Source: an optimization exercise on an open RTL-to-GDS flow (aim: small area). Production flows keep margins and buffers that such runs may drop. At most, simulation tests tie the RTL to the original design; equivalence was not proved. Power is estimated from default activity; no workload was simulated.

== before ==
==> flow/design.v <==
module codec_fsm #(
	parameter OVERSAMPLE 	= 250,
	parameter DATA_WIDTH 	= 32,
	parameter CHANNELS		= 2
)(
	input	wire 						xclk_i,
	input	wire						reset_n,
	input	wire	signed	[ 31:0 ] 	right_i,
	input	wire	signed	[ 31:0 ] 	left_i,
	output	wire	signed	[ 31:0 ]	right_o,
	output	wire	signed	[ 31:0 ]	left_o,
	output	wire						ready_o,
	output 	wire						bclk_o,
	output 	wire						daclrck_o,
	output	wire						dacdat_o,
	output	wire						adclrck_o,
	input	wire						adcdat_i
);
	reg			half;
	reg [ 6:0 ]	cnt;
	reg			adc_d;				 
	reg [ 31:0 ]	sh_left, sh_right;		 
	reg [ 31:0 ]	adc_left_reg, adc_right_reg;
	wire rst		= ~reset_n;
	wire end_half	= ( cnt == 7'd124 );
	wire in_reset	= ( cnt == 7'd127 );
	wire start		= ( half & end_half ) | in_reset;	 
	wire first64	= ~cnt[6];
	wire shift_l	= ~half & first64 & cnt[0];
	wire shift_r	= half & ~cnt[0] & ( first64 | ( cnt == 7'd64 ) );
	always @( posedge xclk_i ) begin
		adc_d <= adcdat_i;
		if( rst ) begin
			half	<= 1'b0;
			cnt		<= 7'd127;
		end
		else if( end_half ) begin
			half	<= ~half;
			cnt		<= 7'd0;
		end
		else begin
			cnt		<= cnt + 1'b1;
		end
	end
	wire load		= reset_n & start;
	wire sl			= reset_n & shift_l;
	wire sr			= reset_n & shift_r;
	always @( posedge xclk_i ) begin
		if( rst | load | sl )
			sh_left		<= ( {32{load}} & left_i ) | ( {32{sl}} & { sh_left[30:0], adc_d } );
		if( rst | load | sr )
			sh_right	<= ( {32{load}} & right_i ) | ( {32{sr}} & { sh_right[30:0], adc_d } );
	end
	always @( posedge xclk_i ) begin
		if( start ) begin
			adc_left_reg	<= sh_left;
			adc_right_reg	<= sh_right;
		end
	end
	assign bclk_o		= cnt[0] ^ half;
	assign daclrck_o	= ~half;
	assign adclrck_o	= ~half;
	assign ready_o		= ~half & ( cnt == 7'd0 );
	assign dacdat_o		= half ? ( sh_right[31] & ( cnt < 7'd63 ) ) : ( sh_left[31] & first64 );
	assign left_o		= adc_left_reg;
	assign right_o		= adc_right_reg;
endmodule
export LEC_CHECK = 0
export CAP_MARGIN = 20
export CORE_MARGIN = 2
export CORE_UTILIZATION = 40
export SLEW_MARGIN = 20
create_clock -name core_clock -period 5.0 [get_ports {xclk_i}]
standard.sh (not shown) runs the stock make flow with config.mk's settings and CLKGATE_MAP_FILE= SYNTH_SCRIPT=/design/flow/synth_recipe.tcl, a recipe that flattens the netlist after the stock synthesis.
==> flow/flow/run.sh <==
#!/bin/bash
# Standard ORFS layout with small port buffers and a clock tree built from
# small clock buffers without dummy balancing loads.
set -euo pipefail
export BUFFER_PORTS_ARGS="-buffer_cell sky130_fd_sc_hd__buf_1"
export CTS_ARGS="-sink_clustering_enable -repair_clock_nets -buf_list {sky130_fd_sc_hd__clkbuf_2 sky130_fd_sc_hd__clkbuf_4} -dont_use_dummy_load"
bash standard.sh > standard.log 2>&1
before: no failed stages, no open violations at the end
Modified inputs, after compared to before
==> flow/design.v <==
module codec_fsm #(
	parameter OVERSAMPLE 	= 250,
	parameter DATA_WIDTH 	= 32,
	parameter CHANNELS		= 2
)(
	input	wire 						xclk_i,
	input	wire						reset_n,
	input	wire	signed	[ 31:0 ] 	right_i,
	input	wire	signed	[ 31:0 ] 	left_i,
	output	wire	signed	[ 31:0 ]	right_o,
	output	wire	signed	[ 31:0 ]	left_o,
	output	wire						ready_o,
	output 	wire						bclk_o,
	output 	wire						daclrck_o,
	output	wire						dacdat_o,
	output	wire						adclrck_o,
	input	wire						adcdat_i
);
	reg			half;
	reg [ 6:0 ]	cnt;
	reg			adc_d;				 
	reg [ 31:0 ]	sh_left, sh_right;		 
	reg [ 31:0 ]	adc_left_reg, adc_right_reg;
	reg			load_q, hold_q, sl_q, sr_q, hl_q, hr_q;
	wire rst		= ~reset_n;
	wire		end_half	= ( cnt == 7'd124 );
	wire		half_n		= ~rst & ( half ^ end_half );
	wire [ 6:0 ]	cnt_n		= rst ? 7'd127 : end_half ? 7'd0 : cnt + 1'b1;
	always @( posedge xclk_i ) begin
		adc_d	<= adcdat_i;
		half	<= half_n;
		cnt		<= cnt_n;
	end
	wire load_n		= rst | ( half & ( cnt == 7'd123 ) );
	wire sl_n		= reset_n & ~half & ~cnt[6] & ~cnt[0];
	wire sr_n		= reset_n & ( half ? ( ~cnt[6] & cnt[0] ) : end_half );
	always @( posedge xclk_i ) begin
		load_q	<= load_n;
		hold_q	<= ~load_n;
		sl_q	<= sl_n;
		sr_q	<= sr_n;
		hl_q	<= ~load_n & ~sl_n;
		hr_q	<= ~load_n & ~sr_n;
	end
	always @( posedge xclk_i ) begin
		sh_left		<= {32{reset_n}} & ( ( {32{load_q}} & left_i ) | ( {32{sl_q}} & { sh_left[30:0], adc_d } ) | ( {32{hl_q}} & sh_left ) );
		sh_right	<= {32{reset_n}} & ( ( {32{load_q}} & right_i ) | ( {32{sr_q}} & { sh_right[30:0], adc_d } ) | ( {32{hr_q}} & sh_right ) );
	end
	wire out_load	= reset_n & load_q;
	wire out_hold	= rst | hold_q;
	always @( posedge xclk_i ) begin
		adc_left_reg	<= ( {32{out_load}} & sh_left ) | ( {32{out_hold}} & adc_left_reg );
		adc_right_reg	<= ( {32{out_load}} & sh_right ) | ( {32{out_hold}} & adc_right_reg );
	end
	assign bclk_o		= cnt[0] ^ half;
	assign daclrck_o	= ~half;
	assign adclrck_o	= ~half;
	assign ready_o		= ~half & ( cnt == 7'd0 );
	assign dacdat_o		= half ? ( sh_right[31] & ( cnt < 7'd63 ) ) : ( sh_left[31] & ~cnt[6] );
	assign left_o		= adc_left_reg;
	assign right_o		= adc_right_reg;
endmodule
==> results.txt <==
From before to after the numbers moved as follows: first-iteration DRC count picked up an extra 382; post-synthesis mux area share down 0.20 points.
before → after: floorplan die width down about 2.4%; total net switching power now smaller; overall power after layout now sits lower; area added between synthesis and finish shows a reduction of 1.8 points; sequential-cell power consumption went down.
From before to after the numbers moved as follows: met3 usage climbed 3.4 points, worst setup slack lost 0.059 ns, utilization went down, via count saw an increase.
Relative to before, the count of nets after finishing measured on after has increased by more than a quarter.
Diff before..after | post-route setup TNS | unchanged
Of after and before, before shows the lower wire length, with after above it.
No functional check of the RTL was part of before.

-- re-timing with driven ports --
How much do the figures lean on ideal ports? The routed layouts below were timed once more, with nothing changed but the port constraints. Step 1 assumes that a clkbuf_16 drives the clock port and a buf_2 every other input. Step 2 moves the port delays by t, midway between the first and last clock arrival at a register: inputs arrive t later, outputs are due t later. That takes back most of the time a late clock gives input paths. Slacks: ideal / step 1 / step 2; pairs: ideal / step 1.
| run | t, ns | setup WS [ns] | worst hold slack (ns) | clock arrival spread, ns | slew at the worst register clock pin (ns) |
|---|---|---|---|---|---|
| before | 0.550 | 2.308 / 2.275 / 1.780 | 0.452 / 0.452 / 0.452 | 0.030 / 0.030 | 0.11 / 0.11 |
| after | 0.565 | 2.248 / 2.216 / 2.134 | 0.484 / 0.484 / 0.484 | 0.030 / 0.030 | 0.11 / 0.11 |
After both steps every run listed still meets setup and hold. The setup slack of before, which loses most, moves by -0.033 ns with the drivers and by -0.528 ns with both steps.
